Context: an optimization exercise on an open-source flow, tuned for small area. The choices shown serve that exercise and are no tape-out recipe. In this exercise RTL edits were held to simulation tests only and were not proved equivalent to the original.

==> design/flow/design.v <==
`timescale 1ns/10ps
module accelerate_matrix (
    input clk,
    input rst,
    input [31:0]wmatrix,
    input [31:0]xmatrix,
    input [31:0]bias,
    output reg [15:0]out1,
    output reg [15:0]out2,
    output reg [15:0]out3,
    output reg [15:0]out4
);
    reg [3:0] p;
    always @(posedge clk or posedge rst) begin
        if (rst)
            p <= 4'd0;
        else
            p <= (p == 4'd12) ? 4'd0 : p + 4'd1;
    end
    wire ld_w = (p >= 4'd1) && (p <= 4'd4);            
    wire ld_b = (p == 4'd1);                           
    wire ld_p = (p == 4'd1) || (p == 4'd2);            
    wire ld_q = (p == 4'd3) || (p == 4'd4);            
    wire mv   = (p >= 4'd7) && (p <= 4'd10);           
    reg [31:0] r0, r1, r2, r3;
    always @(posedge clk) begin
        r0 <= r1;
        r1 <= r2;
        r2 <= r3;
        r3 <= ld_w ? wmatrix : r0;
    end
    reg [7:0] s0, s1, s2, s3;
    always @(posedge clk) begin
        if (ld_b) begin
            s0 <= bias[31:24];
            s1 <= bias[23:16];
            s2 <= bias[15:8];
            s3 <= bias[7:0];
        end else begin
            s0 <= s1;
            s1 <= s2;
            s2 <= s3;
            s3 <= s0;
        end
    end
    reg [31:0] xp0, xp1, xq0, xq1;
    reg [14:0] e0, e1, e2, o0, o1, o2;
    always @(posedge clk) begin
        xp0[29:0] <= mv ? {o2, e2} : xp1[29:0];
        xp0[31:30] <= xp1[31:30];
        xp1 <= ld_p ? xmatrix : xp0;
        xq0 <= xq1;
        xq1 <= ld_q ? xmatrix : xq0;
    end
    reg hi;
    always @(posedge clk)
        hi <= (p >= 4'd7) && (p <= 4'd10);
    wire [31:0] xa = hi ? xq1 : xp1;
    wire [31:0] xb = hi ? xq0 : xp0;
    wire [15:0] sa, sb;
    dot_unit ua (.w(r1), .x(xa), .b(s2), .sn(sa));
    dot_unit ub (.w(r1), .x(xb), .b(s2), .sn(sb));
    wire ev = ~p[0];
    wire na_e = ~(ev & sa[15]);
    wire nb_e = ~(~ev & sb[15]);
    wire na_o = ~(~ev & sa[15]);
    wire nb_o = ~(ev & sb[15]);
    wire [14:0] e_d = ~(({15{na_e}} | sa[14:0]) & ({15{nb_e}} | sb[14:0]));
    wire [14:0] o_d = ~(({15{na_o}} | sa[14:0]) & ({15{nb_o}} | sb[14:0]));
    always @(posedge clk) begin
        e0 <= e_d; e1 <= e0; e2 <= e1;
        o0 <= o_d; o1 <= o0; o2 <= o1;
    end
    always @(*) begin
        out1 = {1'b0, xp1[14:0]};
        out2 = {1'b0, xp1[29:15]};
        out3 = {1'b0, e0};
        out4 = {1'b0, o0};
    end
endmodule
module dot_unit (
    input  [31:0] w,
    input  [31:0] x,
    input  [7:0]  b,
    output [15:0] sn
);
  wire t1 = ~(w[0] & x[0]);
  wire t2 = ~(w[0] & x[1]);
  wire t3 = ~(w[0] & x[2]);
  wire t4 = ~(w[0] & x[3]);
  wire t5 = ~(w[0] & x[4]);
  wire t6 = ~(w[0] & x[5]);
  wire t7 = ~(w[0] & x[6]);
  wire t8 = ~(w[0] & x[7]);
  wire t9 = ~(w[1] & x[0]);
  wire t10 = ~(w[1] & x[1]);
  wire t11 = ~(w[1] & x[2]);
  wire t12 = ~(w[1] & x[3]);
  wire t13 = ~(w[1] & x[4]);
  wire t14 = ~(w[1] & x[5]);
  wire t15 = ~(w[1] & x[6]);
  wire t16 = ~(w[1] & x[7]);
  wire t17 = ~(w[2] & x[0]);
  wire t18 = ~(w[2] & x[1]);
  wire t19 = ~(w[2] & x[2]);
  wire t20 = ~(w[2] & x[3]);
  wire t21 = ~(w[2] & x[4]);
  wire t22 = ~(w[2] & x[5]);
  wire t23 = ~(w[2] & x[6]);
  wire t24 = ~(w[2] & x[7]);
  wire t25 = ~(w[3] & x[0]);
  wire t26 = ~(w[3] & x[1]);
  wire t27 = ~(w[3] & x[2]);
  wire t28 = ~(w[3] & x[3]);
  wire t29 = ~(w[3] & x[4]);
  wire t30 = ~(w[3] & x[5]);
  wire t31 = ~(w[3] & x[6]);
  wire t32 = ~(w[3] & x[7]);
  wire t33 = ~(w[4] & x[0]);
  wire t34 = ~(w[4] & x[1]);
  wire t35 = ~(w[4] & x[2]);
  wire t36 = ~(w[4] & x[3]);
  wire t37 = ~(w[4] & x[4]);
  wire t38 = ~(w[4] & x[5]);
  wire t39 = ~(w[4] & x[6]);
  wire t40 = ~(w[4] & x[7]);
  wire t41 = ~(w[5] & x[0]);
  wire t42 = ~(w[5] & x[1]);
  wire t43 = ~(w[5] & x[2]);
  wire t44 = ~(w[5] & x[3]);
  wire t45 = ~(w[5] & x[4]);
  wire t46 = ~(w[5] & x[5]);
  wire t47 = ~(w[5] & x[6]);
  wire t48 = ~(w[5] & x[7]);
  wire t49 = ~(w[6] & x[0]);
  wire t50 = ~(w[6] & x[1]);
  wire t51 = ~(w[6] & x[2]);
  wire t52 = ~(w[6] & x[3]);
  wire t53 = ~(w[6] & x[4]);
  wire t54 = ~(w[6] & x[5]);
  wire t55 = ~(w[6] & x[6]);
  wire t56 = ~(w[6] & x[7]);
  wire t57 = ~(w[7] & x[0]);
  wire t58 = ~(w[7] & x[1]);
  wire t59 = ~(w[7] & x[2]);
  wire t60 = ~(w[7] & x[3]);
  wire t61 = ~(w[7] & x[4]);
  wire t62 = ~(w[7] & x[5]);
  wire t63 = ~(w[7] & x[6]);
  wire t64 = ~(w[7] & x[7]);
  wire t65 = ~(w[8] & x[8]);
  wire t66 = ~(w[8] & x[9]);
  wire t67 = ~(w[8] & x[10]);
  wire t68 = ~(w[8] & x[11]);
  wire t69 = ~(w[8] & x[12]);
  wire t70 = ~(w[8] & x[13]);
  wire t71 = ~(w[8] & x[14]);
  wire t72 = ~(w[8] & x[15]);
  wire t73 = ~(w[9] & x[8]);
  wire t74 = ~(w[9] & x[9]);
  wire t75 = ~(w[9] & x[10]);
  wire t76 = ~(w[9] & x[11]);
  wire t77 = ~(w[9] & x[12]);
  wire t78 = ~(w[9] & x[13]);
  wire t79 = ~(w[9] & x[14]);
  wire t80 = ~(w[9] & x[15]);
  wire t81 = ~(w[10] & x[8]);
  wire t82 = ~(w[10] & x[9]);
  wire t83 = ~(w[10] & x[10]);
  wire t84 = ~(w[10] & x[11]);
  wire t85 = ~(w[10] & x[12]);
  wire t86 = ~(w[10] & x[13]);
  wire t87 = ~(w[10] & x[14]);
  wire t88 = ~(w[10] & x[15]);
  wire t89 = ~(w[11] & x[8]);
  wire t90 = ~(w[11] & x[9]);
  wire t91 = ~(w[11] & x[10]);
  wire t92 = ~(w[11] & x[11]);
  wire t93 = ~(w[11] & x[12]);
  wire t94 = ~(w[11] & x[13]);
  wire t95 = ~(w[11] & x[14]);
  wire t96 = ~(w[11] & x[15]);
  wire t97 = ~(w[12] & x[8]);
  wire t98 = ~(w[12] & x[9]);
  wire t99 = ~(w[12] & x[10]);
  wire t100 = ~(w[12] & x[11]);
  wire t101 = ~(w[12] & x[12]);
  wire t102 = ~(w[12] & x[13]);
  wire t103 = ~(w[12] & x[14]);
  wire t104 = ~(w[12] & x[15]);
  wire t105 = ~(w[13] & x[8]);
  wire t106 = ~(w[13] & x[9]);
  wire t107 = ~(w[13] & x[10]);
  wire t108 = ~(w[13] & x[11]);
  wire t109 = ~(w[13] & x[12]);
  wire t110 = ~(w[13] & x[13]);
  wire t111 = ~(w[13] & x[14]);
  wire t112 = ~(w[13] & x[15]);
  wire t113 = ~(w[14] & x[8]);
  wire t114 = ~(w[14] & x[9]);
  wire t115 = ~(w[14] & x[10]);
  wire t116 = ~(w[14] & x[11]);
  wire t117 = ~(w[14] & x[12]);
  wire t118 = ~(w[14] & x[13]);
  wire t119 = ~(w[14] & x[14]);
  wire t120 = ~(w[14] & x[15]);
  wire t121 = ~(w[15] & x[8]);
  wire t122 = ~(w[15] & x[9]);
  wire t123 = ~(w[15] & x[10]);
  wire t124 = ~(w[15] & x[11]);
  wire t125 = ~(w[15] & x[12]);
  wire t126 = ~(w[15] & x[13]);
  wire t127 = ~(w[15] & x[14]);
  wire t128 = ~(w[15] & x[15]);
  wire t129 = ~(w[16] & x[16]);
  wire t130 = ~(w[16] & x[17]);
  wire t131 = ~(w[16] & x[18]);
  wire t132 = ~(w[16] & x[19]);
  wire t133 = ~(w[16] & x[20]);
  wire t134 = ~(w[16] & x[21]);
  wire t135 = ~(w[16] & x[22]);
  wire t136 = ~(w[16] & x[23]);
  wire t137 = ~(w[17] & x[16]);
  wire t138 = ~(w[17] & x[17]);
  wire t139 = ~(w[17] & x[18]);
  wire t140 = ~(w[17] & x[19]);
  wire t141 = ~(w[17] & x[20]);
  wire t142 = ~(w[17] & x[21]);
  wire t143 = ~(w[17] & x[22]);
  wire t144 = ~(w[17] & x[23]);
  wire t145 = ~(w[18] & x[16]);
  wire t146 = ~(w[18] & x[17]);
  wire t147 = ~(w[18] & x[18]);
  wire t148 = ~(w[18] & x[19]);
  wire t149 = ~(w[18] & x[20]);
  wire t150 = ~(w[18] & x[21]);
  wire t151 = ~(w[18] & x[22]);
  wire t152 = ~(w[18] & x[23]);
  wire t153 = ~(w[19] & x[16]);
  wire t154 = ~(w[19] & x[17]);
  wire t155 = ~(w[19] & x[18]);
  wire t156 = ~(w[19] & x[19]);
  wire t157 = ~(w[19] & x[20]);
  wire t158 = ~(w[19] & x[21]);
  wire t159 = ~(w[19] & x[22]);
  wire t160 = ~(w[19] & x[23]);
  wire t161 = ~(w[20] & x[16]);
  wire t162 = ~(w[20] & x[17]);
  wire t163 = ~(w[20] & x[18]);
  wire t164 = ~(w[20] & x[19]);
  wire t165 = ~(w[20] & x[20]);
  wire t166 = ~(w[20] & x[21]);
  wire t167 = ~(w[20] & x[22]);
  wire t168 = ~(w[20] & x[23]);
  wire t169 = ~(w[21] & x[16]);
  wire t170 = ~(w[21] & x[17]);
  wire t171 = ~(w[21] & x[18]);
  wire t172 = ~(w[21] & x[19]);
  wire t173 = ~(w[21] & x[20]);
  wire t174 = ~(w[21] & x[21]);
  wire t175 = ~(w[21] & x[22]);
  wire t176 = ~(w[21] & x[23]);
  wire t177 = ~(w[22] & x[16]);
  wire t178 = ~(w[22] & x[17]);
  wire t179 = ~(w[22] & x[18]);
  wire t180 = ~(w[22] & x[19]);
  wire t181 = ~(w[22] & x[20]);
  wire t182 = ~(w[22] & x[21]);
  wire t183 = ~(w[22] & x[22]);
  wire t184 = ~(w[22] & x[23]);
  wire t185 = ~(w[23] & x[16]);
  wire t186 = ~(w[23] & x[17]);
  wire t187 = ~(w[23] & x[18]);
  wire t188 = ~(w[23] & x[19]);
  wire t189 = ~(w[23] & x[20]);
  wire t190 = ~(w[23] & x[21]);
  wire t191 = ~(w[23] & x[22]);
  wire t192 = ~(w[23] & x[23]);
  wire t193 = ~(w[24] & x[24]);
  wire t194 = ~(w[24] & x[25]);
  wire t195 = ~(w[24] & x[26]);
  wire t196 = ~(w[24] & x[27]);
  wire t197 = ~(w[24] & x[28]);
  wire t198 = ~(w[24] & x[29]);
  wire t199 = ~(w[24] & x[30]);
  wire t200 = ~(w[24] & x[31]);
  wire t201 = ~(w[25] & x[24]);
  wire t202 = ~(w[25] & x[25]);
  wire t203 = ~(w[25] & x[26]);
  wire t204 = ~(w[25] & x[27]);
  wire t205 = ~(w[25] & x[28]);
  wire t206 = ~(w[25] & x[29]);
  wire t207 = ~(w[25] & x[30]);
  wire t208 = ~(w[25] & x[31]);
  wire t209 = ~(w[26] & x[24]);
  wire t210 = ~(w[26] & x[25]);
  wire t211 = ~(w[26] & x[26]);
  wire t212 = ~(w[26] & x[27]);
  wire t213 = ~(w[26] & x[28]);
  wire t214 = ~(w[26] & x[29]);
  wire t215 = ~(w[26] & x[30]);
  wire t216 = ~(w[26] & x[31]);
  wire t217 = ~(w[27] & x[24]);
  wire t218 = ~(w[27] & x[25]);
  wire t219 = ~(w[27] & x[26]);
  wire t220 = ~(w[27] & x[27]);
  wire t221 = ~(w[27] & x[28]);
  wire t222 = ~(w[27] & x[29]);
  wire t223 = ~(w[27] & x[30]);
  wire t224 = ~(w[27] & x[31]);
  wire t225 = ~(w[28] & x[24]);
  wire t226 = ~(w[28] & x[25]);
  wire t227 = ~(w[28] & x[26]);
  wire t228 = ~(w[28] & x[27]);
  wire t229 = ~(w[28] & x[28]);
  wire t230 = ~(w[28] & x[29]);
  wire t231 = ~(w[28] & x[30]);
  wire t232 = ~(w[28] & x[31]);
  wire t233 = ~(w[29] & x[24]);
  wire t234 = ~(w[29] & x[25]);
  wire t235 = ~(w[29] & x[26]);
  wire t236 = ~(w[29] & x[27]);
  wire t237 = ~(w[29] & x[28]);
  wire t238 = ~(w[29] & x[29]);
  wire t239 = ~(w[29] & x[30]);
  wire t240 = ~(w[29] & x[31]);
  wire t241 = ~(w[30] & x[24]);
  wire t242 = ~(w[30] & x[25]);
  wire t243 = ~(w[30] & x[26]);
  wire t244 = ~(w[30] & x[27]);
  wire t245 = ~(w[30] & x[28]);
  wire t246 = ~(w[30] & x[29]);
  wire t247 = ~(w[30] & x[30]);
  wire t248 = ~(w[30] & x[31]);
  wire t249 = ~(w[31] & x[24]);
  wire t250 = ~(w[31] & x[25]);
  wire t251 = ~(w[31] & x[26]);
  wire t252 = ~(w[31] & x[27]);
  wire t253 = ~(w[31] & x[28]);
  wire t254 = ~(w[31] & x[29]);
  wire t255 = ~(w[31] & x[30]);
  wire t256 = ~(w[31] & x[31]);
  wire t257 = ~b[0];
  wire t258 = ~b[1];
  wire t259 = ~b[2];
  wire t260 = ~b[3];
  wire t261 = ~b[4];
  wire t262 = ~b[5];
  wire t263 = ~b[6];
  wire t264 = ~b[7];
  wire t265, t266;
  FA u_t265 (.a(t7), .b(t14), .c(t21), .s(t265), .co(t266));
  wire t267, t268;
  FA u_t267 (.a(t8), .b(t15), .c(t22), .s(t267), .co(t268));
  wire t269, t270;
  FA u_t269 (.a(t29), .b(t36), .c(t43), .s(t269), .co(t270));
  wire t271, t272;
  FA u_t271 (.a(t50), .b(t57), .c(t72), .s(t271), .co(t272));
  wire t273, t274;
  FA u_t273 (.a(t16), .b(t23), .c(t30), .s(t273), .co(t274));
  wire t275, t276;
  FA u_t275 (.a(t37), .b(t44), .c(t51), .s(t275), .co(t276));
  wire t277, t278;
  FA u_t277 (.a(t5), .b(t12), .c(t19), .s(t277), .co(t278));
  wire t279, t280;
  FA u_t279 (.a(t6), .b(t13), .c(t20), .s(t279), .co(t280));
  wire t281, t282;
  FA u_t281 (.a(t27), .b(t34), .c(t41), .s(t281), .co(t282));
  wire t283, t284;
  FA u_t283 (.a(t70), .b(t77), .c(t84), .s(t283), .co(t284));
  wire t285, t286;
  FA u_t285 (.a(t91), .b(t98), .c(t105), .s(t285), .co(t286));
  wire t287, t288;
  FA u_t287 (.a(t28), .b(t35), .c(t42), .s(t287), .co(t288));
  wire t289, t290;
  FA u_t289 (.a(t49), .b(t71), .c(t78), .s(t289), .co(t290));
  wire t291, t292;
  FA u_t291 (.a(t85), .b(t92), .c(t99), .s(t291), .co(t292));
  wire t293, t294;
  FA u_t293 (.a(t106), .b(t113), .c(t135), .s(t293), .co(t294));
  wire t295, t296;
  FA u_t295 (.a(t142), .b(t149), .c(t156), .s(t295), .co(t296));
  wire t297, t298;
  FA u_t297 (.a(t163), .b(t170), .c(t177), .s(t297), .co(t298));
  wire t299, t300;
  FA u_t299 (.a(t79), .b(t86), .c(t93), .s(t299), .co(t300));
  wire t301, t302;
  FA u_t301 (.a(t100), .b(t107), .c(t114), .s(t301), .co(t302));
  wire t303, t304;
  FA u_t303 (.a(t121), .b(t136), .c(t143), .s(t303), .co(t304));
  wire t305, t306;
  FA u_t305 (.a(t150), .b(t157), .c(t164), .s(t305), .co(t306));
  wire t307, t308;
  FA u_t307 (.a(t171), .b(t178), .c(t185), .s(t307), .co(t308));
  wire t309, t310;
  FA u_t309 (.a(t200), .b(t207), .c(t214), .s(t309), .co(t310));
  wire t311, t312;
  FA u_t311 (.a(t221), .b(t228), .c(t235), .s(t311), .co(t312));
  wire t313, t314;
  FA u_t313 (.a(t242), .b(t249), .c(t264), .s(t313), .co(t314));
  wire t315, t316;
  FA u_t315 (.a(t58), .b(t80), .c(t87), .s(t315), .co(t316));
  wire t317, t318;
  FA u_t317 (.a(t94), .b(t101), .c(t108), .s(t317), .co(t318));
  wire t319, t320;
  FA u_t319 (.a(t115), .b(t122), .c(t144), .s(t319), .co(t320));
  wire t321, t322;
  FA u_t321 (.a(t151), .b(t158), .c(t165), .s(t321), .co(t322));
  wire t323, t324;
  FA u_t323 (.a(t172), .b(t179), .c(t186), .s(t323), .co(t324));
  wire t325, t326;
  FA u_t325 (.a(t208), .b(t215), .c(t222), .s(t325), .co(t326));
  wire t327, t328;
  FA u_t327 (.a(t229), .b(t236), .c(t243), .s(t327), .co(t328));
  wire t329, t330;
  FA u_t329 (.a(t250), .b(t268), .c(t270), .s(t329), .co(t330));
  wire t331, t332;
  FA u_t331 (.a(t24), .b(t31), .c(t38), .s(t331), .co(t332));
  wire t333, t334;
  FA u_t333 (.a(t45), .b(t52), .c(t59), .s(t333), .co(t334));
  wire t335, t336;
  FA u_t335 (.a(t88), .b(t95), .c(t102), .s(t335), .co(t336));
  wire t337, t338;
  FA u_t337 (.a(t109), .b(t116), .c(t123), .s(t337), .co(t338));
  wire t339, t340;
  FA u_t339 (.a(t152), .b(t159), .c(t166), .s(t339), .co(t340));
  wire t341, t342;
  FA u_t341 (.a(t173), .b(t180), .c(t187), .s(t341), .co(t342));
  wire t343, t344;
  FA u_t343 (.a(t216), .b(t223), .c(t230), .s(t343), .co(t344));
  wire t345, t346;
  FA u_t345 (.a(t237), .b(t244), .c(t251), .s(t345), .co(t346));
  wire t347, t348;
  FA u_t347 (.a(t32), .b(t39), .c(t46), .s(t347), .co(t348));
  wire t349, t350;
  FA u_t349 (.a(t53), .b(t60), .c(t96), .s(t349), .co(t350));
  wire t351, t352;
  FA u_t351 (.a(t103), .b(t110), .c(t117), .s(t351), .co(t352));
  wire t353, t354;
  FA u_t353 (.a(t124), .b(t160), .c(t167), .s(t353), .co(t354));
  wire t355, t356;
  FA u_t355 (.a(t174), .b(t181), .c(t188), .s(t355), .co(t356));
  wire t357, t358;
  FA u_t357 (.a(t40), .b(t47), .c(t54), .s(t357), .co(t358));
  wire t359, t360;
  FA u_t359 (.a(t4), .b(t11), .c(t18), .s(t359), .co(t360));
  wire t361, t362;
  FA u_t361 (.a(t25), .b(t68), .c(t75), .s(t361), .co(t362));
  wire t363, t364;
  FA u_t363 (.a(t26), .b(t33), .c(t69), .s(t363), .co(t364));
  wire t365, t366;
  FA u_t365 (.a(t76), .b(t83), .c(t90), .s(t365), .co(t366));
  wire t367, t368;
  FA u_t367 (.a(t97), .b(t133), .c(t140), .s(t367), .co(t368));
  wire t369, t370;
  FA u_t369 (.a(t147), .b(t154), .c(t161), .s(t369), .co(t370));
  wire t371, t372;
  FA u_t371 (.a(t134), .b(t141), .c(t148), .s(t371), .co(t372));
  wire t373, t374;
  FA u_t373 (.a(t155), .b(t162), .c(t169), .s(t373), .co(t374));
  wire t375, t376;
  FA u_t375 (.a(t198), .b(t205), .c(t212), .s(t375), .co(t376));
  wire t377, t378;
  FA u_t377 (.a(t219), .b(t226), .c(t233), .s(t377), .co(t378));
  wire t379, t380;
  FA u_t379 (.a(t262), .b(t278), .c(t279), .s(t379), .co(t380));
  wire t381, t382;
  FA u_t381 (.a(t199), .b(t206), .c(t213), .s(t381), .co(t382));
  wire t383, t384;
  FA u_t383 (.a(t220), .b(t227), .c(t234), .s(t383), .co(t384));
  wire t385, t386;
  FA u_t385 (.a(t241), .b(t263), .c(t265), .s(t385), .co(t386));
  wire t387, t388;
  FA u_t387 (.a(t280), .b(t282), .c(t284), .s(t387), .co(t388));
  wire t389, t390;
  FA u_t389 (.a(t286), .b(t287), .c(t289), .s(t389), .co(t390));
  wire t391, t392;
  FA u_t391 (.a(t291), .b(t293), .c(t295), .s(t391), .co(t392));
  wire t393, t394;
  FA u_t393 (.a(t266), .b(t267), .c(t269), .s(t393), .co(t394));
  wire t395, t396;
  FA u_t395 (.a(t271), .b(t288), .c(t290), .s(t395), .co(t396));
  wire t397, t398;
  FA u_t397 (.a(t292), .b(t294), .c(t296), .s(t397), .co(t398));
  wire t399, t400;
  FA u_t399 (.a(t298), .b(t299), .c(t301), .s(t399), .co(t400));
  wire t401, t402;
  FA u_t401 (.a(t303), .b(t305), .c(t307), .s(t401), .co(t402));
  wire t403, t404;
  FA u_t403 (.a(t309), .b(t311), .c(t313), .s(t403), .co(t404));
  wire t405, t406;
  FA u_t405 (.a(t272), .b(t273), .c(t275), .s(t405), .co(t406));
  wire t407, t408;
  FA u_t407 (.a(t300), .b(t302), .c(t304), .s(t407), .co(t408));
  wire t409, t410;
  FA u_t409 (.a(t306), .b(t308), .c(t310), .s(t409), .co(t410));
  wire t411, t412;
  FA u_t411 (.a(t312), .b(t314), .c(t315), .s(t411), .co(t412));
  wire t413, t414;
  FA u_t413 (.a(t317), .b(t319), .c(t321), .s(t413), .co(t414));
  wire t415, t416;
  FA u_t415 (.a(t323), .b(t325), .c(t327), .s(t415), .co(t416));
  wire t417, t418;
  FA u_t417 (.a(t274), .b(t276), .c(t316), .s(t417), .co(t418));
  wire t419, t420;
  FA u_t419 (.a(t318), .b(t320), .c(t322), .s(t419), .co(t420));
  wire t421, t422;
  FA u_t421 (.a(t324), .b(t326), .c(t328), .s(t421), .co(t422));
  wire t423, t424;
  FA u_t423 (.a(t330), .b(t331), .c(t333), .s(t423), .co(t424));
  wire t425, t426;
  FA u_t425 (.a(t335), .b(t337), .c(t339), .s(t425), .co(t426));
  wire t427, t428;
  FA u_t427 (.a(t341), .b(t343), .c(t345), .s(t427), .co(t428));
  wire t429, t430;
  FA u_t429 (.a(t224), .b(t231), .c(t238), .s(t429), .co(t430));
  wire t431, t432;
  FA u_t431 (.a(t245), .b(t252), .c(t332), .s(t431), .co(t432));
  wire t433, t434;
  FA u_t433 (.a(t334), .b(t336), .c(t338), .s(t433), .co(t434));
  wire t435, t436;
  FA u_t435 (.a(t340), .b(t342), .c(t344), .s(t435), .co(t436));
  wire t437, t438;
  FA u_t437 (.a(t346), .b(t347), .c(t349), .s(t437), .co(t438));
  wire t439, t440;
  FA u_t439 (.a(t351), .b(t353), .c(t355), .s(t439), .co(t440));
  wire t441, t442;
  FA u_t441 (.a(t61), .b(t104), .c(t111), .s(t441), .co(t442));
  wire t443, t444;
  FA u_t443 (.a(t118), .b(t125), .c(t168), .s(t443), .co(t444));
  wire t445, t446;
  FA u_t445 (.a(t175), .b(t182), .c(t189), .s(t445), .co(t446));
  wire t447, t448;
  FA u_t447 (.a(t232), .b(t239), .c(t246), .s(t447), .co(t448));
  wire t449, t450;
  FA u_t449 (.a(t253), .b(t348), .c(t350), .s(t449), .co(t450));
  wire t451, t452;
  FA u_t451 (.a(t352), .b(t354), .c(t356), .s(t451), .co(t452));
  wire t453, t454;
  FA u_t453 (.a(t48), .b(t55), .c(t62), .s(t453), .co(t454));
  wire t455, t456;
  FA u_t455 (.a(t112), .b(t119), .c(t126), .s(t455), .co(t456));
  wire t457, t458;
  FA u_t457 (.a(t176), .b(t183), .c(t190), .s(t457), .co(t458));
  wire t459, t460;
  FA u_t459 (.a(t3), .b(t10), .c(t17), .s(t459), .co(t460));
  wire t461, t462;
  FA u_t461 (.a(t67), .b(t74), .c(t81), .s(t461), .co(t462));
  wire t463, t464;
  FA u_t463 (.a(t82), .b(t89), .c(t132), .s(t463), .co(t464));
  wire t465, t466;
  FA u_t465 (.a(t139), .b(t146), .c(t153), .s(t465), .co(t466));
  wire t467, t468;
  FA u_t467 (.a(t196), .b(t203), .c(t210), .s(t467), .co(t468));
  wire t469, t470;
  FA u_t469 (.a(t197), .b(t204), .c(t211), .s(t469), .co(t470));
  wire t471, t472;
  FA u_t471 (.a(t218), .b(t225), .c(t261), .s(t471), .co(t472));
  wire t473, t474;
  FA u_t473 (.a(t277), .b(t360), .c(t362), .s(t473), .co(t474));
  wire t475, t476;
  FA u_t475 (.a(t363), .b(t365), .c(t367), .s(t475), .co(t476));
  wire t477, t478;
  FA u_t477 (.a(t281), .b(t283), .c(t285), .s(t477), .co(t478));
  wire t479, t480;
  FA u_t479 (.a(t364), .b(t366), .c(t368), .s(t479), .co(t480));
  wire t481, t482;
  FA u_t481 (.a(t370), .b(t371), .c(t373), .s(t481), .co(t482));
  wire t483, t484;
  FA u_t483 (.a(t375), .b(t377), .c(t379), .s(t483), .co(t484));
  wire t485, t486;
  FA u_t485 (.a(t297), .b(t372), .c(t374), .s(t485), .co(t486));
  wire t487, t488;
  FA u_t487 (.a(t376), .b(t378), .c(t380), .s(t487), .co(t488));
  wire t489, t490;
  FA u_t489 (.a(t381), .b(t383), .c(t385), .s(t489), .co(t490));
  wire t491, t492;
  FA u_t491 (.a(t387), .b(t389), .c(t391), .s(t491), .co(t492));
  wire t493, t494;
  FA u_t493 (.a(t382), .b(t384), .c(t386), .s(t493), .co(t494));
  wire t495, t496;
  FA u_t495 (.a(t388), .b(t390), .c(t392), .s(t495), .co(t496));
  wire t497, t498;
  FA u_t497 (.a(t393), .b(t395), .c(t397), .s(t497), .co(t498));
  wire t499, t500;
  FA u_t499 (.a(t399), .b(t401), .c(t403), .s(t499), .co(t500));
  wire t501, t502;
  FA u_t501 (.a(t329), .b(t394), .c(t396), .s(t501), .co(t502));
  wire t503, t504;
  FA u_t503 (.a(t398), .b(t400), .c(t402), .s(t503), .co(t504));
  wire t505, t506;
  FA u_t505 (.a(t404), .b(t405), .c(t407), .s(t505), .co(t506));
  wire t507, t508;
  FA u_t507 (.a(t409), .b(t411), .c(t413), .s(t507), .co(t508));
  wire t509, t510;
  FA u_t509 (.a(t406), .b(t408), .c(t410), .s(t509), .co(t510));
  wire t511, t512;
  FA u_t511 (.a(t412), .b(t414), .c(t416), .s(t511), .co(t512));
  wire t513, t514;
  FA u_t513 (.a(t417), .b(t419), .c(t421), .s(t513), .co(t514));
  wire t515, t516;
  FA u_t515 (.a(t423), .b(t425), .c(t427), .s(t515), .co(t516));
  wire t517, t518;
  FA u_t517 (.a(t418), .b(t420), .c(t422), .s(t517), .co(t518));
  wire t519, t520;
  FA u_t519 (.a(t424), .b(t426), .c(t428), .s(t519), .co(t520));
  wire t521, t522;
  FA u_t521 (.a(t429), .b(t431), .c(t433), .s(t521), .co(t522));
  wire t523, t524;
  FA u_t523 (.a(t435), .b(t437), .c(t439), .s(t523), .co(t524));
  wire t525, t526;
  FA u_t525 (.a(t357), .b(t430), .c(t432), .s(t525), .co(t526));
  wire t527, t528;
  FA u_t527 (.a(t434), .b(t436), .c(t438), .s(t527), .co(t528));
  wire t529, t530;
  FA u_t529 (.a(t440), .b(t441), .c(t443), .s(t529), .co(t530));
  wire t531, t532;
  FA u_t531 (.a(t445), .b(t447), .c(t449), .s(t531), .co(t532));
  wire t533, t534;
  FA u_t533 (.a(t240), .b(t247), .c(t254), .s(t533), .co(t534));
  wire t535, t536;
  FA u_t535 (.a(t358), .b(t442), .c(t444), .s(t535), .co(t536));
  wire t537, t538;
  FA u_t537 (.a(t446), .b(t448), .c(t450), .s(t537), .co(t538));
  wire t539, t540;
  FA u_t539 (.a(t452), .b(t453), .c(t455), .s(t539), .co(t540));
  wire t541, t542;
  FA u_t541 (.a(t56), .b(t63), .c(t120), .s(t541), .co(t542));
  wire t543, t544;
  FA u_t543 (.a(t127), .b(t184), .c(t191), .s(t543), .co(t544));
  wire t545, t546;
  FA u_t545 (.a(t248), .b(t255), .c(t454), .s(t545), .co(t546));
  wire t547, t548;
  FA u_t547 (.a(t2), .b(t9), .c(t66), .s(t547), .co(t548));
  wire t549, t550;
  FA u_t549 (.a(t73), .b(t130), .c(t137), .s(t549), .co(t550));
  wire t551, t552;
  FA u_t551 (.a(t131), .b(t138), .c(t145), .s(t551), .co(t552));
  wire t553, t554;
  FA u_t553 (.a(t195), .b(t202), .c(t209), .s(t553), .co(t554));
  wire t555, t556;
  FA u_t555 (.a(t259), .b(t459), .c(t461), .s(t555), .co(t556));
  wire t557, t558;
  FA u_t557 (.a(t217), .b(t260), .c(t359), .s(t557), .co(t558));
  wire t559, t560;
  FA u_t559 (.a(t361), .b(t460), .c(t462), .s(t559), .co(t560));
  wire t561, t562;
  FA u_t561 (.a(t463), .b(t465), .c(t467), .s(t561), .co(t562));
  wire t563, t564;
  FA u_t563 (.a(t369), .b(t464), .c(t466), .s(t563), .co(t564));
  wire t565, t566;
  FA u_t565 (.a(t468), .b(t469), .c(t471), .s(t565), .co(t566));
  wire t567, t568;
  FA u_t567 (.a(t473), .b(t475), .c(1'b1), .s(t567), .co(t568));
  wire t569, t570;
  FA u_t569 (.a(t470), .b(t472), .c(t474), .s(t569), .co(t570));
  wire t571, t572;
  FA u_t571 (.a(t476), .b(t477), .c(t479), .s(t571), .co(t572));
  wire t573, t574;
  FA u_t573 (.a(t481), .b(t483), .c(1'b1), .s(t573), .co(t574));
  wire t575, t576;
  FA u_t575 (.a(t478), .b(t480), .c(t482), .s(t575), .co(t576));
  wire t577, t578;
  FA u_t577 (.a(t484), .b(t485), .c(t487), .s(t577), .co(t578));
  wire t579, t580;
  FA u_t579 (.a(t489), .b(t491), .c(1'b1), .s(t579), .co(t580));
  wire t581, t582;
  FA u_t581 (.a(t486), .b(t488), .c(t490), .s(t581), .co(t582));
  wire t583, t584;
  FA u_t583 (.a(t492), .b(t493), .c(t495), .s(t583), .co(t584));
  wire t585, t586;
  FA u_t585 (.a(t497), .b(t499), .c(1'b1), .s(t585), .co(t586));
  wire t587, t588;
  FA u_t587 (.a(t415), .b(t494), .c(t496), .s(t587), .co(t588));
  wire t589, t590;
  FA u_t589 (.a(t498), .b(t500), .c(t501), .s(t589), .co(t590));
  wire t591, t592;
  FA u_t591 (.a(t503), .b(t505), .c(t507), .s(t591), .co(t592));
  wire t593, t594;
  FA u_t593 (.a(t502), .b(t504), .c(t506), .s(t593), .co(t594));
  wire t595, t596;
  FA u_t595 (.a(t508), .b(t509), .c(t511), .s(t595), .co(t596));
  wire t597, t598;
  FA u_t597 (.a(t513), .b(t515), .c(1'b1), .s(t597), .co(t598));
  wire t599, t600;
  FA u_t599 (.a(t510), .b(t512), .c(t514), .s(t599), .co(t600));
  wire t601, t602;
  FA u_t601 (.a(t516), .b(t517), .c(t519), .s(t601), .co(t602));
  wire t603, t604;
  FA u_t603 (.a(t521), .b(t523), .c(1'b1), .s(t603), .co(t604));
  wire t605, t606;
  FA u_t605 (.a(t451), .b(t518), .c(t520), .s(t605), .co(t606));
  wire t607, t608;
  FA u_t607 (.a(t522), .b(t524), .c(t525), .s(t607), .co(t608));
  wire t609, t610;
  FA u_t609 (.a(t527), .b(t529), .c(t531), .s(t609), .co(t610));
  wire t611, t612;
  FA u_t611 (.a(t457), .b(t526), .c(t528), .s(t611), .co(t612));
  wire t613, t614;
  FA u_t613 (.a(t530), .b(t532), .c(t533), .s(t613), .co(t614));
  wire t615, t616;
  FA u_t615 (.a(t535), .b(t537), .c(t539), .s(t615), .co(t616));
  wire t617, t618;
  FA u_t617 (.a(t456), .b(t458), .c(t534), .s(t617), .co(t618));
  wire t619, t620;
  FA u_t619 (.a(t536), .b(t538), .c(t540), .s(t619), .co(t620));
  wire t621, t622;
  FA u_t621 (.a(t541), .b(t543), .c(t545), .s(t621), .co(t622));
  wire t623, t624;
  FA u_t623 (.a(t64), .b(t128), .c(t192), .s(t623), .co(t624));
  wire t625, t626;
  FA u_t625 (.a(t256), .b(t542), .c(t544), .s(t625), .co(t626));
  wire t627, t628;
  FA u_t627 (.a(t1), .b(t65), .c(t129), .s(t627), .co(t628));
  wire t629, t630;
  FA u_t629 (.a(t194), .b(t201), .c(t258), .s(t629), .co(t630));
  wire t631, t632;
  FA u_t631 (.a(t548), .b(t550), .c(t551), .s(t631), .co(t632));
  wire t633, t634;
  FA u_t633 (.a(t552), .b(t554), .c(t556), .s(t633), .co(t634));
  wire t635, t636;
  FA u_t635 (.a(t557), .b(t559), .c(t561), .s(t635), .co(t636));
  wire t637, t638;
  FA u_t637 (.a(t558), .b(t560), .c(t562), .s(t637), .co(t638));
  wire t639, t640;
  FA u_t639 (.a(t563), .b(t565), .c(t567), .s(t639), .co(t640));
  wire t641, t642;
  FA u_t641 (.a(t564), .b(t566), .c(t568), .s(t641), .co(t642));
  wire t643, t644;
  FA u_t643 (.a(t569), .b(t571), .c(t573), .s(t643), .co(t644));
  wire t645, t646;
  FA u_t645 (.a(t570), .b(t572), .c(t574), .s(t645), .co(t646));
  wire t647, t648;
  FA u_t647 (.a(t575), .b(t577), .c(t579), .s(t647), .co(t648));
  wire t649, t650;
  FA u_t649 (.a(t576), .b(t578), .c(t580), .s(t649), .co(t650));
  wire t651, t652;
  FA u_t651 (.a(t581), .b(t583), .c(t585), .s(t651), .co(t652));
  wire t653, t654;
  FA u_t653 (.a(t582), .b(t584), .c(t586), .s(t653), .co(t654));
  wire t655, t656;
  FA u_t655 (.a(t587), .b(t589), .c(t591), .s(t655), .co(t656));
  wire t657, t658;
  FA u_t657 (.a(t588), .b(t590), .c(t592), .s(t657), .co(t658));
  wire t659, t660;
  FA u_t659 (.a(t593), .b(t595), .c(t597), .s(t659), .co(t660));
  wire t661, t662;
  FA u_t661 (.a(t594), .b(t596), .c(t598), .s(t661), .co(t662));
  wire t663, t664;
  FA u_t663 (.a(t599), .b(t601), .c(t603), .s(t663), .co(t664));
  wire t665, t666;
  FA u_t665 (.a(t600), .b(t602), .c(t604), .s(t665), .co(t666));
  wire t667, t668;
  FA u_t667 (.a(t605), .b(t607), .c(t609), .s(t667), .co(t668));
  wire t669, t670;
  FA u_t669 (.a(t606), .b(t608), .c(t610), .s(t669), .co(t670));
  wire t671, t672;
  FA u_t671 (.a(t611), .b(t613), .c(t615), .s(t671), .co(t672));
  wire t673, t674;
  FA u_t673 (.a(t612), .b(t614), .c(t616), .s(t673), .co(t674));
  wire t675, t676;
  FA u_t675 (.a(t617), .b(t619), .c(t621), .s(t675), .co(t676));
  wire t677, t678;
  FA u_t677 (.a(t546), .b(t618), .c(t620), .s(t677), .co(t678));
  wire t679, t680;
  FA u_t679 (.a(t622), .b(t623), .c(t625), .s(t679), .co(t680));
  wire t681, t682;
  FA u_t681 (.a(t547), .b(t549), .c(t628), .s(t681), .co(t682));
  wire t683, t684;
  FA u_t683 (.a(t553), .b(t555), .c(t630), .s(t683), .co(t684));
  wire t685, t686;
  FA u_t685 (.a(t632), .b(t633), .c(t635), .s(t685), .co(t686));
  wire t687, t688;
  FA u_t687 (.a(t634), .b(t636), .c(t637), .s(t687), .co(t688));
  wire t689, t690;
  FA u_t689 (.a(t638), .b(t640), .c(t641), .s(t689), .co(t690));
  wire t691, t692;
  FA u_t691 (.a(t642), .b(t644), .c(t645), .s(t691), .co(t692));
  wire t693, t694;
  FA u_t693 (.a(t646), .b(t648), .c(t649), .s(t693), .co(t694));
  wire t695, t696;
  FA u_t695 (.a(t650), .b(t652), .c(t653), .s(t695), .co(t696));
  wire t697, t698;
  FA u_t697 (.a(t654), .b(t656), .c(t657), .s(t697), .co(t698));
  wire t699, t700;
  FA u_t699 (.a(t658), .b(t660), .c(t661), .s(t699), .co(t700));
  wire t701, t702;
  FA u_t701 (.a(t662), .b(t664), .c(t665), .s(t701), .co(t702));
  wire t703, t704;
  FA u_t703 (.a(t666), .b(t668), .c(t669), .s(t703), .co(t704));
  wire t705, t706;
  FA u_t705 (.a(t670), .b(t672), .c(t673), .s(t705), .co(t706));
  wire t707, t708;
  FA u_t707 (.a(t674), .b(t676), .c(t677), .s(t707), .co(t708));
  wire t709, t710;
  FA u_t709 (.a(t624), .b(t626), .c(t678), .s(t709), .co(t710));
  wire t711, t712;
  FA u_t711 (.a(t193), .b(t257), .c(t627), .s(t711), .co(t712));
  wire t713, t714;
  FA u_t713 (.a(t629), .b(t681), .c(1'b1), .s(t713), .co(t714));
  wire t715, t716;
  FA u_t715 (.a(t631), .b(t682), .c(t683), .s(t715), .co(t716));
  wire t717, t718;
  FA u_t717 (.a(t684), .b(t685), .c(1'b1), .s(t717), .co(t718));
  wire t719, t720;
  FA u_t719 (.a(t639), .b(t686), .c(t687), .s(t719), .co(t720));
  wire t721, t722;
  FA u_t721 (.a(t643), .b(t688), .c(t689), .s(t721), .co(t722));
  wire t723, t724;
  FA u_t723 (.a(t647), .b(t690), .c(t691), .s(t723), .co(t724));
  wire t725, t726;
  FA u_t725 (.a(t651), .b(t692), .c(t693), .s(t725), .co(t726));
  wire t727, t728;
  FA u_t727 (.a(t655), .b(t694), .c(t695), .s(t727), .co(t728));
  wire t729, t730;
  FA u_t729 (.a(t659), .b(t696), .c(t697), .s(t729), .co(t730));
  wire t731, t732;
  FA u_t731 (.a(t663), .b(t698), .c(t699), .s(t731), .co(t732));
  wire t733, t734;
  FA u_t733 (.a(t667), .b(t700), .c(t701), .s(t733), .co(t734));
  wire t735, t736;
  FA u_t735 (.a(t671), .b(t702), .c(t703), .s(t735), .co(t736));
  wire t737, t738;
  FA u_t737 (.a(t675), .b(t704), .c(t705), .s(t737), .co(t738));
  wire t739, t740;
  FA u_t739 (.a(t679), .b(t706), .c(t707), .s(t739), .co(t740));
  wire t741, t742;
  FA u_t741 (.a(t680), .b(t708), .c(t709), .s(t741), .co(t742));
  wire t743, t744;
  FA u_t743 (.a(t712), .b(t713), .c(1'b1), .s(t743), .co(t744));
  wire t745, t746;
  FA u_t745 (.a(t714), .b(t715), .c(t744), .s(t745), .co(t746));
  wire t747, t748;
  FA u_t747 (.a(t716), .b(t717), .c(t746), .s(t747), .co(t748));
  wire t749, t750;
  FA u_t749 (.a(t718), .b(t719), .c(t748), .s(t749), .co(t750));
  wire t751, t752;
  FA u_t751 (.a(t720), .b(t721), .c(t750), .s(t751), .co(t752));
  wire t753, t754;
  FA u_t753 (.a(t722), .b(t723), .c(t752), .s(t753), .co(t754));
  wire t755, t756;
  FA u_t755 (.a(t724), .b(t725), .c(t754), .s(t755), .co(t756));
  wire t757, t758;
  FA u_t757 (.a(t726), .b(t727), .c(t756), .s(t757), .co(t758));
  wire t759, t760;
  FA u_t759 (.a(t728), .b(t729), .c(t758), .s(t759), .co(t760));
  wire t761, t762;
  FA u_t761 (.a(t730), .b(t731), .c(t760), .s(t761), .co(t762));
  wire t763, t764;
  FA u_t763 (.a(t732), .b(t733), .c(t762), .s(t763), .co(t764));
  wire t765, t766;
  FA u_t765 (.a(t734), .b(t735), .c(t764), .s(t765), .co(t766));
  wire t767, t768;
  FA u_t767 (.a(t736), .b(t737), .c(t766), .s(t767), .co(t768));
  wire t769, t770;
  FA u_t769 (.a(t738), .b(t739), .c(t768), .s(t769), .co(t770));
  wire t771 = t740 ^ t741 ^ t770;
  assign sn[0] = t711;
  assign sn[1] = t743;
  assign sn[2] = t745;
  assign sn[3] = t747;
  assign sn[4] = t749;
  assign sn[5] = t751;
  assign sn[6] = t753;
  assign sn[7] = t755;
  assign sn[8] = t757;
  assign sn[9] = t759;
  assign sn[10] = t761;
  assign sn[11] = t763;
  assign sn[12] = t765;
  assign sn[13] = t767;
  assign sn[14] = t769;
  assign sn[15] = t771;
endmodule
module FA (input a, input b, input c, output s, output co);
  assign s  = a ^ b ^ c;
  assign co = (a & b) | (a & c) | (b & c);
endmodule
==> design/flow/flow/run.sh <==
#!/bin/bash
# The standard layout (standard.sh: the ORFS flow and synthesis, unchanged),
# with changes that only affect buffering and sizing:
#  - the port buffers are the smallest buffer cell instead of clkdlybuf4s50_1
#    (every port still gets its own buffer);
#  - the buffers Yosys/ABC put in are removed at floorplan, as the
#    timing-driven placement would otherwise do;
#  - clock tree synthesis gets the same settings as config.mk gives it, and
#    inserts no dummy loads.
set -euo pipefail
export BUFFER_PORTS_ARGS="-buffer_cell sky130_fd_sc_hd__buf_1"
export REMOVE_ABC_BUFFERS=1
export CTS_ARGS="-sink_clustering_enable -repair_clock_nets -sink_clustering_size 30 -sink_clustering_max_diameter 80 -buf_list sky130_fd_sc_hd__clkbuf_16 -dont_use_dummy_load"
bash standard.sh finish > standard_flow.log 2>&1
==> design/flow/standard.sh <==
#!/bin/bash
# synth_recipe.tcl (not shown) runs the flow's synth.tcl, then flattens the netlist and writes it again
# the make line also repeats each setting of config.mk as NAME=value (left out here)
make -C /OpenROAD-flow-scripts/flow DESIGN_CONFIG=/design/flow/config.mk WORK_HOME=/design/flow/orfs CLKGATE_MAP_FILE= SYNTH_SCRIPT=/design/flow/synth_recipe.tcl "${@:-finish}"
==> design/flow/config.mk <==
export PLATFORM = sky130hd
export DESIGN_NAME = accelerate_matrix
export DESIGN_NICKNAME = accelerate_matrix
export VERILOG_FILES = /design/flow/design.v
export SDC_FILE = /design/flow/constraint.sdc
export NUM_CORES = 4
export LEC_CHECK = 0
export ABC_AREA = 1
export CAP_MARGIN = 20
export CORE_MARGIN = 2
export CORE_UTILIZATION = 60
export CTS_BUF_LIST = sky130_fd_sc_hd__clkbuf_16
export CTS_CLUSTER_DIAMETER = 80
export CTS_CLUSTER_SIZE = 30
export GPL_TIMING_DRIVEN = 0
export PLACE_DENSITY = 0.75
export SLEW_MARGIN = 20
export SYNTH_HIERARCHICAL = 1
export SYNTH_MINIMUM_KEEP_SIZE = 0
==> design/flow/constraint.sdc <==
create_clock -name core_clock -period 10.0 [get_ports {clk}]
set_input_delay 2.0000 -clock core_clock [delete_from_list [all_inputs] [get_ports {clk}]]
set_output_delay 2.0000 -clock core_clock [all_outputs]
set_load 0.01 [all_outputs]
==> results of run 1 <==
==> layer usage <==
layer	vias up	part of all wire, %	track usage, %
met5	-	0	0
met4	0	6.3	16.8
met3	198	10	7.51
met2	963	48	49.3
met1	8152	36	38.1
li1	6784	-	-
==> area by class of cell <==
| cell class | instances | area (sq um) | area share, % |
|---|---|---|---|
| clock buffers | 20 | 500 | 1.99 |
| inverters | 62 | 233 | 0.927 |
| multi-input cells | 1622 | 15300 | 60.9 |
| flip-flops and latches | 383 | 7690 | 30.6 |
| well taps | 525 | 657 | 2.62 |
| repair buffers | 164 | 739 | 2.94 |
==> Yosys stat by module, one instance, submodules excluded <==
module             cells  times used  area (sq um)
accelerate_matrix   1083           1         11300
FA                     1         506          20.0
dot_unit             354           2          1470
==> logic make-up after synthesis <==
family | after synthesis
and+or+nand+nor | 958
adders and majority gates | 511
DFF | 383
buffers and inverters | 311
AOI/OAI and AO/OA | 67
muxes | 64
other | 3
==> through the flow <==
stage                     TNS (ns)  instances
after global routing             0       2776
final                            0       2776
after detailed placement     -1.81       2755
after floorplan                  0       2067
after global placement      -49.91       2749
after CTS                        0       2775
==> critical path: cells and delay by family (launching register included) <==
family	cells	cell delay, ns
buffers and inverters	1	0.08
adders and majority gates	17	7.35
AOI/OAI and AO/OA	1	0.34
DFF	1	1.02
and+or+nand+nor	4	0.75
==> cells in the final DEF (no fill, tap or decap), types with 2 or more instances in the layout <==
master       n
buf_12       3
fa_1       506
o22ai_1     16
a21oi_1      2
clkbuf_16   20
ha_1         4
dfxtp_1    378
mux2_2      64
inv_2        2
dfrtp_1      4
conb_1      22
buf_16       3
o21ai_1     32
nand2_4      4
nand3_1    128
nand2_1    812
inv_1       60
nand2_2      7
o22ai_2     14
nor2_1       5
buf_1      157
==> final timing paths <==
path	from	slack, ns	cells after the start	end
worst max-delay path	r1[10]	0.33	23	e0[11]
worst min-delay path	e1[3]	0.29	0	e2[3]
worst max register to register	r1[10]	0.33	23	e0[11]
worst min register to register	e1[3]	0.29	0	e2[3]
max in group asynchronous	rst	8.52	2	p[0]
min in group asynchronous	rst	1.33	2	p[1]
==> repair_timing <==
action	in CTS	in global routing
buffers inserted	0	1
resized for setup	11	10
endpoints found under the setup margin	16	30
==> cells in the mapped netlist <==
cell and instances:
nand2_1 823, fa_1 506, dfxtp_1 379, buf_2 158, nand3_1 129, buf_4 66, mux2_2 64, inv_1 60
o21ai_1 32, o22ai_1 30, clkbuf_1 18, buf_1 7, ha_1 5, nor2_1 5, dfrtp_1 4, conb_1 3
a21oi_1 2, inv_2 2, a21bo_2 1, nor2_4 1, o21ai_0 1, o21ai_2 1
==> sequential cells by signal, summed over array words and instances, names as in the netlist <==
register  count
r0           32
r1           32
r2           32
r3           32
xp0          32
xp1          32
xq0          32
xq1          32
e0           15
e1           15
e2           15
o0           15
o1           15
o2           15
s0            8
s1            8
s2            8
s3            8
p             4
hi            1
==> key figures, run 1 <==
Run status
  • Status: no timing/DRC/antenna violations

Logic synthesis
  • Mux contribution to synthesized area: 2.96%
  • Synth Area in XOR/XNOR: 0%
  • Synth unique cells: 22
  • Sequential share of the synthesized area: 31.5%
  • Largest family of logic cells by synthesized area: adder cells
  • Post-synthesis adder-cell area fraction: 41.8%
  • Synth Cell Area: 0.0244 sq mm
  • Synth top area share: 41.6%
  • Seq cells post-synth: 383
  • Post-synthesis simple-gate area fraction: 15.4%
  • Largest area contributor in the netlist: fa_1
  • Ranking of synthesized cells by area: fa_1 42%, dfxtp_1 31%, nand2_1 13%, buf_2 3.2%, mux2_2 3.0%
  • Synth Warn #: 7
  • Avg Inst Size Synth: 10.6 sq um
  • Synth Area in Compound Gates: 1.57%
  • Post-Synthesis Cells: 2297

Worst setup path
  • Crit. End Element: flip-flop
  • CP max-delay cell: dfxtp_1
  • Crit Path Class: reg2reg
  • CP required: 10.44 ns
  • Crit-path max FO: 17
  • CP startpoint kind: flip-flop
  • Slowest stage delay, CP: 1.02 ns
  • Cell mode on critical path: fa_1
  • CP cell instances: nand2_1 -> fa_1 -> fa_1 -> fa_1 -> fa_1 -> fa_1 -> fa_1 -> fa_1 -> fa_1 -> fa_1 -> fa_1 -> fa_1 -> fa_1 -> fa_1 -> fa_1 -> fa_1 -> fa_1 -> fa_1 -> inv_1 -> nand2_1 -> nand2_1 -> nand2_2 -> o22ai_2
  • WP data arrival: 10.11 ns

Routing
  • Vias: 16097
  • Final WL: 62200 um
  • # DRC: 0
  • Drt wl/cell: 22.4 um
  • Antenna viol nets, final: 0
  • DRT Pass-1 Iters: 7
  • Drt first-iter violations: 1411
  • Drt via density: 5.80

Floorplanning
  • Die H: 206 um
  • Starting density of the core: 61.1%
  • Core Rows: 73
  • DIE WIDTH: 206 um
  • Die area: 0.0422 sq mm
  • IO Pins: 162
  • Core area: 0.0399 sq mm

Layout
  • Layout Nets: 2862
  • Antenna fix cells: 0
  • Final core occ: 62.9%
  • Final Cell Area: 0.0251 sq mm
  • Area growth syn-to-layout: 3.04%
  • Ratio of cells with drive above 1 in the final layout: 5.51%
  • Number of fill cells: 3161

GRT
  • All-Layer GR Usage: 30.5%
  • Initial antenna violation count: 0
  • Global-route wire length before repair: 96500 um
  • Vias in the first global route: 17441
  • Largest net degree at the start of global routing: 47
  • GR Overflow Total: 0

CTS
  • CTS sink cnt: 383
  • CTS Buf Count: 20
  • H-tree depth: 1
  • Root cell of the clock tree: clkbuf_16
  • Clk Latency, worst-skew pair: 0.55 ns
  • CTS tree: yes
  • Clock tree buffer depth: 3
  • Clock transition at path regs: 0.11 ns
  • Hold-fix buffers, CTS: 0

Placement
  • Port Buffers: 157
  • Setup WS pre-CTS: -0.176 ns
  • Detailed-placement wirelength estimate: 48200 um
  • GPL Wtd Cong: 0.940
  • Placed Area: 0.0245 sq mm

STA
  • Max Slew Vio Count: 0
  • Worst-Margin Slew: 1.08 ns
  • Final Critical Period: 9.67 ns
  • Tcrit/Tclk final: 96.7%
  • Final hold vios: 0
  • Final setup vio count: 0
  • Slew headroom: 28.2%
  • Hold slack final: 0.288 ns
  • RSZ-0062 raised after global routing: no
  • Fmax: 103 MHz
  • Clock skew: 0.0505 ns
  • Final setup margin: 0.334 ns

Flow run
  • MaxCap Viol Count: 0

Worst hold path
  • HP Class: reg2reg
==> run 2: changes to the inputs <==
--- a/design/flow/config.mk
+++ b/design/flow/config.mk
@@ -9,10 +9,10 @@
 export CAP_MARGIN = 20
 export CORE_MARGIN = 2
-export CORE_UTILIZATION = 60
+export CORE_UTILIZATION = 50
 export CTS_BUF_LIST = sky130_fd_sc_hd__clkbuf_16
 export CTS_CLUSTER_DIAMETER = 80
 export CTS_CLUSTER_SIZE = 30
 export GPL_TIMING_DRIVEN = 0
-export PLACE_DENSITY = 0.75
+export PLACE_DENSITY = 0.7
 export SLEW_MARGIN = 20
 export SYNTH_HIERARCHICAL = 1
==> run 2 against run 1 <==
Core utilization decreased by 10 points; critical endpoint is now o0[0]; sequential share of layout area shrank 0.24 points; flip-flop and latch count did not move; still clean on timing, DRC and antenna; global-route usage is 4.1 points lower; final cell count grew 3.4%; synthesized cell count unchanged; die area rose by 20%.
==> key figures, run 2 <==
STA
  • Max Slew Vio Count: 0 (unchanged)
  • Worst-Margin Slew: 1.14 ns (+0.0603 ns)
  • Final hold vios: 0 (unchanged)
  • Clock skew: 0.0701 ns (+0.0196 ns)
  • Final setup margin: 0.370 ns (+0.0355 ns)
  • Final Critical Period: 9.63 ns (-0.0355 ns)
  • Final setup vio count: 0 (unchanged)
  • Fmax: 104 MHz (+0.37%)
  • Slew headroom: 24.1% (-4.0 points)
  • Tcrit/Tclk final: 96.3% (-0.35 points)
  • TNS Setup: 0 ns (unchanged)
  • RSZ-0062 raised after global routing: no

Worst setup path
  • Worst reg2reg path depth: 23 (unchanged)
  • CP required: 10.41 ns (-0.03 ns)
  • Crit. End Element: flip-flop
  • Crit Path Class: reg2reg
  • Slowest stage delay, CP: 1.07 ns (+0.05 ns)
  • Capturing point of the worst reg2reg path: o0[0]
  • CP max-delay cell: dfxtp_1
  • Register-to-register setup slack: 0.37 ns (+0.04 ns)
  • Crit-path max FO: 17 (unchanged)
  • CP startpoint kind: flip-flop
  • WP data arrival: 10.04 ns (-0.07 ns)
  • CP cell instances: nand2_1 -> fa_1 -> fa_1 -> fa_1 -> fa_1 -> fa_1 -> fa_1 -> fa_1 -> fa_1 -> fa_1 -> fa_1 -> fa_1 -> fa_1 -> fa_1 -> fa_1 -> fa_1 -> fa_1 -> fa_1 -> inv_1 -> nand2_1 -> nand2_1 -> nand2_4 -> o22ai_1
  • Reg-to-reg startpoint: r1[24]
  • Cell mode on critical path: fa_1
  • CP startpoint: r1[24]

Layout
  • Ratio of cells with drive above 1 in the final layout: 5.63% (+0.13 points)
  • Layout Nets: 2865 (+0.10%)
  • Most common cell after layout, fill and taps aside: nand2_1
  • Area growth syn-to-layout: 3.85%
  • Non-filler cells in the finished layout: 2869 (+3.4%)
  • Final Cell Area: 0.0253 sq mm (+0.78%)
  • Most frequent cells in the layout: 812 x nand2_1, 506 x fa_1, 378 x dfxtp_1
  • Antenna fix cells: 0 (unchanged)

Placement
  • Placed Instances: 2848 (+3.4%)
  • Placed Area: 0.0247 sq mm (+0.76%)
  • Setup WS pre-CTS: 0.0141 ns (+0.190 ns)
  • Detailed-placement wirelength estimate: 49700 um (+3.1%)
  • Port Buffers: 157 (unchanged)
  • GPL Wtd Cong: 0.947 (+0.74%)

Logic synthesis
  • Synth top area share: 41.6% (unchanged)
  • Post-Synthesis Cells: 2297 (unchanged)
  • Asr flop ratio synth: 1.04% (unchanged)
  • Post-synth EDFFs: 0 (unchanged)
  • Top post-synthesis cells by count: 823 x nand2_1, 506 x fa_1, 379 x dfxtp_1
  • Main synth FF type: dfxtp_1
  • Most instantiated library cell after synthesis: nand2_1
  • Synth unique cells: 22 (unchanged)
  • Seq cells post-synth: 383 (unchanged)
  • Largest area contributor in the netlist: fa_1
  • Synth Warn #: 7 (unchanged)
  • Synth Cell Area: 0.0244 sq mm (unchanged)
  • Ranking of synthesized cells by area: fa_1 42%, dfxtp_1 31%, nand2_1 13%, buf_2 3.2%, mux2_2 3.0%
  • Avg Inst Size Synth: 10.6 sq um (unchanged)
  • Sequential share of the synthesized area: 31.5% (unchanged)

Floorplanning
  • Core area: 0.0479 sq mm (+20%)
  • Core Rows: 80 (+9.6%)
  • DIE WIDTH: 225 um (+9.4%)
  • Die area: 0.0505 sq mm (+20%)
  • Die H: 225 um (+9.4%)
  • Starting density of the core: 50.8% (-10 points)
  • IO Pins: 162 (unchanged)

GRT
  • Initial antenna violation count: 0 (unchanged)
  • Global-route wire length before repair: 100000 um (+4.1%)
  • GR Overflow Total: 0 (unchanged)
  • Largest net degree at the start of global routing: 49 (+4.3%)
  • All-Layer GR Usage: 26.4% (-4.1 points)
  • Vias in the first global route: 17567 (+0.72%)

Worst hold path
  • HP Class: reg2reg
  • Hold Path Depth: 0 (unchanged)
  • Hold-critical path endpoint: e2[10]
  • Hold_sp: e1[10]

Routing
  • Drt first-iter violations: 1623 (+15%)
  • Drt via density: 5.58 (-3.9%)
  • Drt wl/cell: 22.3 um (-0.72%)
  • Final WL: 63900 um (+2.6%)
  • Vias: 15995 (-0.63%)
  • DRT Pass-1 Iters: 6 (-1)
  • # DRC: 0 (unchanged)
  • Antenna viol nets, final: 0 (unchanged)

CTS
  • CTS Buf Count: 20 (unchanged)
  • CTS sink cnt: 383 (unchanged)
  • Root cell of the clock tree: clkbuf_16
  • CTS tree: yes
  • Clock tree buffer depth: 3 (unchanged)
  • Clock transition at path regs: 0.11 ns (about the same)
  • Clk Latency, worst-skew pair: 0.57 ns (+0.02 ns)
  • H-tree depth: 1 (unchanged)

Run status
  • Status: no timing/DRC/antenna violations

Flow run
  • MaxCap Viol Count: 0 (unchanged)
-- run 2: changes by cell type in the layout (fill, tap and decap cells not counted) --
cell     previous run  this run
buf_12              3         4
buf_16              3         5
mux2_2             64        63
mux2_4              0         1
nand2_2             7         6
nand2_4             4         5
-- run 2: worst max-delay path by stage --
stage / end / slack (ns) / cells after the start
after detailed placement: e0[11] / 0.01 / 25
after floorplan: e0[0] / 0.07 / 23
after global placement: o0[11] / -1.72 / 24
final: o0[0] / 0.37 / 23
after CTS: o0[7] / -0.09 / 25
after global routing: e0[13] / 0.11 / 23
-- run 2: metal layers --
metal / up-vias / global-route usage (%) / share of wire (%)
li1: 6788 / - / -
met1: 8101 / 33.2 / 37
met2: 893 / 43.3 / 47
met3: 213 / 5.98 / 9.5
met4: 0 / 13.3 / 6.3
met5: - / 0.587 / 0
-- run 2: logic make-up (layout without fill, tap and decap cells) --
kind of cell / after synthesis / count (layout) / share of synthesized area (%)
AO/OA/AOI/OAI: 67 / 67 / 1.57
AND/OR/NAND/NOR: 958 / 958 / 15.4
other: 3 / 22 / 0.0462
multiplexers: 64 / 64 / 2.96
adder cells (fa/ha/maj): 511 / 511 / 41.8
flip-flops: 383 / 383 / 31.5
buffers and inverters: 311 / 249 / 6.62
-- run 2: worst max-delay path, delay by kind of cell, from the launching register on --
kind            cells  cell delay (ns)
fa+ha+maj          17             7.34
flops               1             1.07
simple gates        4             0.70
compound gates      1             0.31
buf+inv             1             0.06
-- run 2: area by class of cell --
type / instances / area [sq um]
Multi-Input combinational cell: 1622 / 15300
Sequential cell: 383 / 7690
Inverter: 62 / 233
Timing Repair Buffer: 167 / 815
Tap cell: 615 / 769
Clock buffer: 20 / 500
Fill cell: 4223 / 22600
-- run 2: what timing repair did --
item | in CTS | in global routing
setup endpoints to repair | 11 | 30
buffers inserted | 0 | 1
hold buffers | 0 | 0
gates resized for setup | 0 | 23
-- run 2: through the flow --
stage               utilization, %  hold WS [ns]
global route                  52.8         0.235
finish                        52.8         0.247
detailed placement            51.5         0.312
CTS                           52.5         0.249
floorplan                        -         0.310
global placement              50.9         0.309
-- run 2: per-module statistics from Yosys, one instance, submodules excluded --
module             copies in the design  cells inside
dot_unit                              2           354
accelerate_matrix                     1          1083
FA                                  506             1
==> run 3: changes to the inputs <==
--- a/design/flow/config.mk
+++ b/design/flow/config.mk
@@ -9,10 +9,10 @@
 export CAP_MARGIN = 20
 export CORE_MARGIN = 2
-export CORE_UTILIZATION = 50
+export CORE_UTILIZATION = 65
 export CTS_BUF_LIST = sky130_fd_sc_hd__clkbuf_16
 export CTS_CLUSTER_DIAMETER = 80
 export CTS_CLUSTER_SIZE = 30
 export GPL_TIMING_DRIVEN = 0
-export PLACE_DENSITY = 0.7
+export PLACE_DENSITY = 0.85
 export SLEW_MARGIN = 20
 export SYNTH_HIERARCHICAL = 1
==> run 3 against run 2 <==
Now fails the layout checks on negative setup slack; final area down 1.5%; first-iteration DRC count is 10% higher; core utilization is 15 points higher; maximum frequency is 3.8% lower; synthesized area unchanged; critical path depth rose by 2; sequential share of layout area grew 0.45 points; critical path type unchanged.
==> key figures, run 3 <==
Run status
  • Status: failed layout checks
  • SO Faults: negative setup slack

GRT
  • Largest net degree at the start of global routing: 49 (unchanged)
  • Global-route wire length before repair: 97900 um (-2.5%)
  • Initial antenna violation count: 1 (+1)
  • GR Overflow Total: 0 (unchanged)

Logic synthesis
  • Main synth FF type: dfxtp_1
  • Most instantiated library cell after synthesis: nand2_1
  • Synth top area share: 41.6% (unchanged)
  • Avg Inst Size Synth: 10.6 sq um (unchanged)
  • Top post-synthesis cells by count: 823 x nand2_1, 506 x fa_1, 379 x dfxtp_1
  • Seq cells post-synth: 383 (unchanged)
  • Synth Cell Area: 0.0244 sq mm (unchanged)
  • Ranking of synthesized cells by area: fa_1 42%, dfxtp_1 31%, nand2_1 13%, buf_2 3.2%, mux2_2 3.0%
  • Post-Synthesis Cells: 2297 (unchanged)
  • Synth Warn #: 7 (unchanged)

STA
  • TNS Setup: -0.0227 ns (-0.0227 ns)
  • Clock skew: 0.0251 ns (-0.0450 ns)
  • Final hold vios: 0 (unchanged)
  • Tcrit/Tclk final: 100% (+3.8 points)
  • Final setup margin: -0.0119 ns (-0.381 ns)
  • Slew headroom: 30.0% (+5.9 points)
  • Final setup vio count: 2 (+2)

Worst hold path
  • HP Class: reg2reg
  • Hold Path Depth: 0 (unchanged)

CTS
  • Clock transition at path regs: 0.11 ns (about the same)
  • CTS tree: yes
  • CTS Buf Count: 17 (-15%)

Floorplanning
  • DIE WIDTH: 198 um (-12%)
  • Core area: 0.0368 sq mm (-23%)
  • IO Pins: 162 (unchanged)

Routing
  • Final WL: 63000 um (-1.4%)
  • DRT Pass-1 Iters: 8 (+2)
  • Drt first-iter violations: 1787 (+10%)

Layout
  • Antenna fix cells: 0 (unchanged)
  • Final core occ: 67.8% (+15 points)
  • Most common cell after layout, fill and taps aside: nand2_1
  • Most frequent cells in the layout: 812 x nand2_1, 506 x fa_1, 378 x dfxtp_1
  • Area growth syn-to-layout: 2.33%
  • Layout Nets: 2859 (-0.21%)

Worst setup path
  • Worst reg2reg path depth: 25 (+8.7%)
  • Cell mode on critical path: fa_1
  • Crit. End Element: flip-flop
  • Slowest stage delay, CP: 0.65 ns (-0.42 ns)

Placement
  • Placed Instances: 2699 (-5.2%)
  • Setup WS pre-CTS: -0.221 ns (-0.235 ns)
-- run 3: cell types whose count changed in the layout (fill, tap and decap cells not counted), sizes merged --
cell    before  now
buf        167  164
clkbuf      20   17
-- run 3: cell type report --
cell class	count	area, sq um
clock buffer	17	425
sequential	383	7690
inverter	62	233
timing repair buffer	164	752
multi-input combinational	1622	15300
fill	2639	11800
tap	468	586
-- run 3: worst max-delay path by stage --
stage               start  endpoint  slack [ns]  depth (start not counted)
floorplan              hi     e0[0]        0.07                         23
global placement       hi    o0[11]       -1.85                         24
detailed placement     hi     o0[7]       -0.22                         25
CTS                    hi    o0[11]        0.08                         25
global route           hi     e0[7]       -0.11                         25
finish                 hi    e0[10]       -0.01                         25
-- run 3: cells by family after synthesis --
logic type | share of synthesized area [%]
compound gates | 1.57
fa+ha+maj | 41.8
buf+inv | 6.62
flops | 31.5
mux | 2.96
other cells | 0.0462
simple gates | 15.4
-- run 3: repair_timing --
item / in CTS / in global routing
setup endpoints to repair: 18 / 18
resized for setup: 4 / 11
setup buffers: 0 / 0
-- run 3: per-layer routing --
| layer | up-vias | GRT usage, % | share of wire [%] |
|---|---|---|---|
| li1 | 6783 | - | - |
| met1 | 8186 | 41.2 | 34 |
| met2 | 1208 | 53.3 | 46 |
| met3 | 323 | 8.86 | 11 |
| met4 | 0 | 20.6 | 7.8 |
| met5 | - | 0 | 0 |
-- run 3: Yosys stat by module (local to each module, per instance) --
module | cells inside | times used
accelerate_matrix | 1083 | 1
dot_unit | 354 | 2
FA | 1 | 506
-- run 3: critical path: cells and delay by family (launching register included) --
kind | cells | cell delay [ns]
mux | 1 | 0.41
simple gates | 4 | 0.71
fa+ha+maj | 17 | 7.34
flops | 1 | 0.54
buf+inv | 2 | 0.35
compound gates | 1 | 0.47

[re-timing with driven ports]
The results above use ideal ports. As a check the final layouts listed here were re-extracted and re-timed, cells and wires unchanged.
Step 1 assumes that a clkbuf_16 drives the clock port and a buf_2 every other input.
Step 2 also shifts input and output timing later by t, the mid clock arrival at the registers, as if the neighbouring blocks saw the same clock.
Three values: ideal, step 1, step 2; two values: the first two.
run | shift t [ns] | setup slack, ns | worst slew at a driven data input, ns
run 1 | 0.580 | 0.334 / 0.334 / 0.334 | 0.05
run 2 | 0.594 | 0.370 / 0.370 / 0.370 | 0.06
run 3 | 0.571 | -0.012 / -0.012 / -0.012 | 0.05
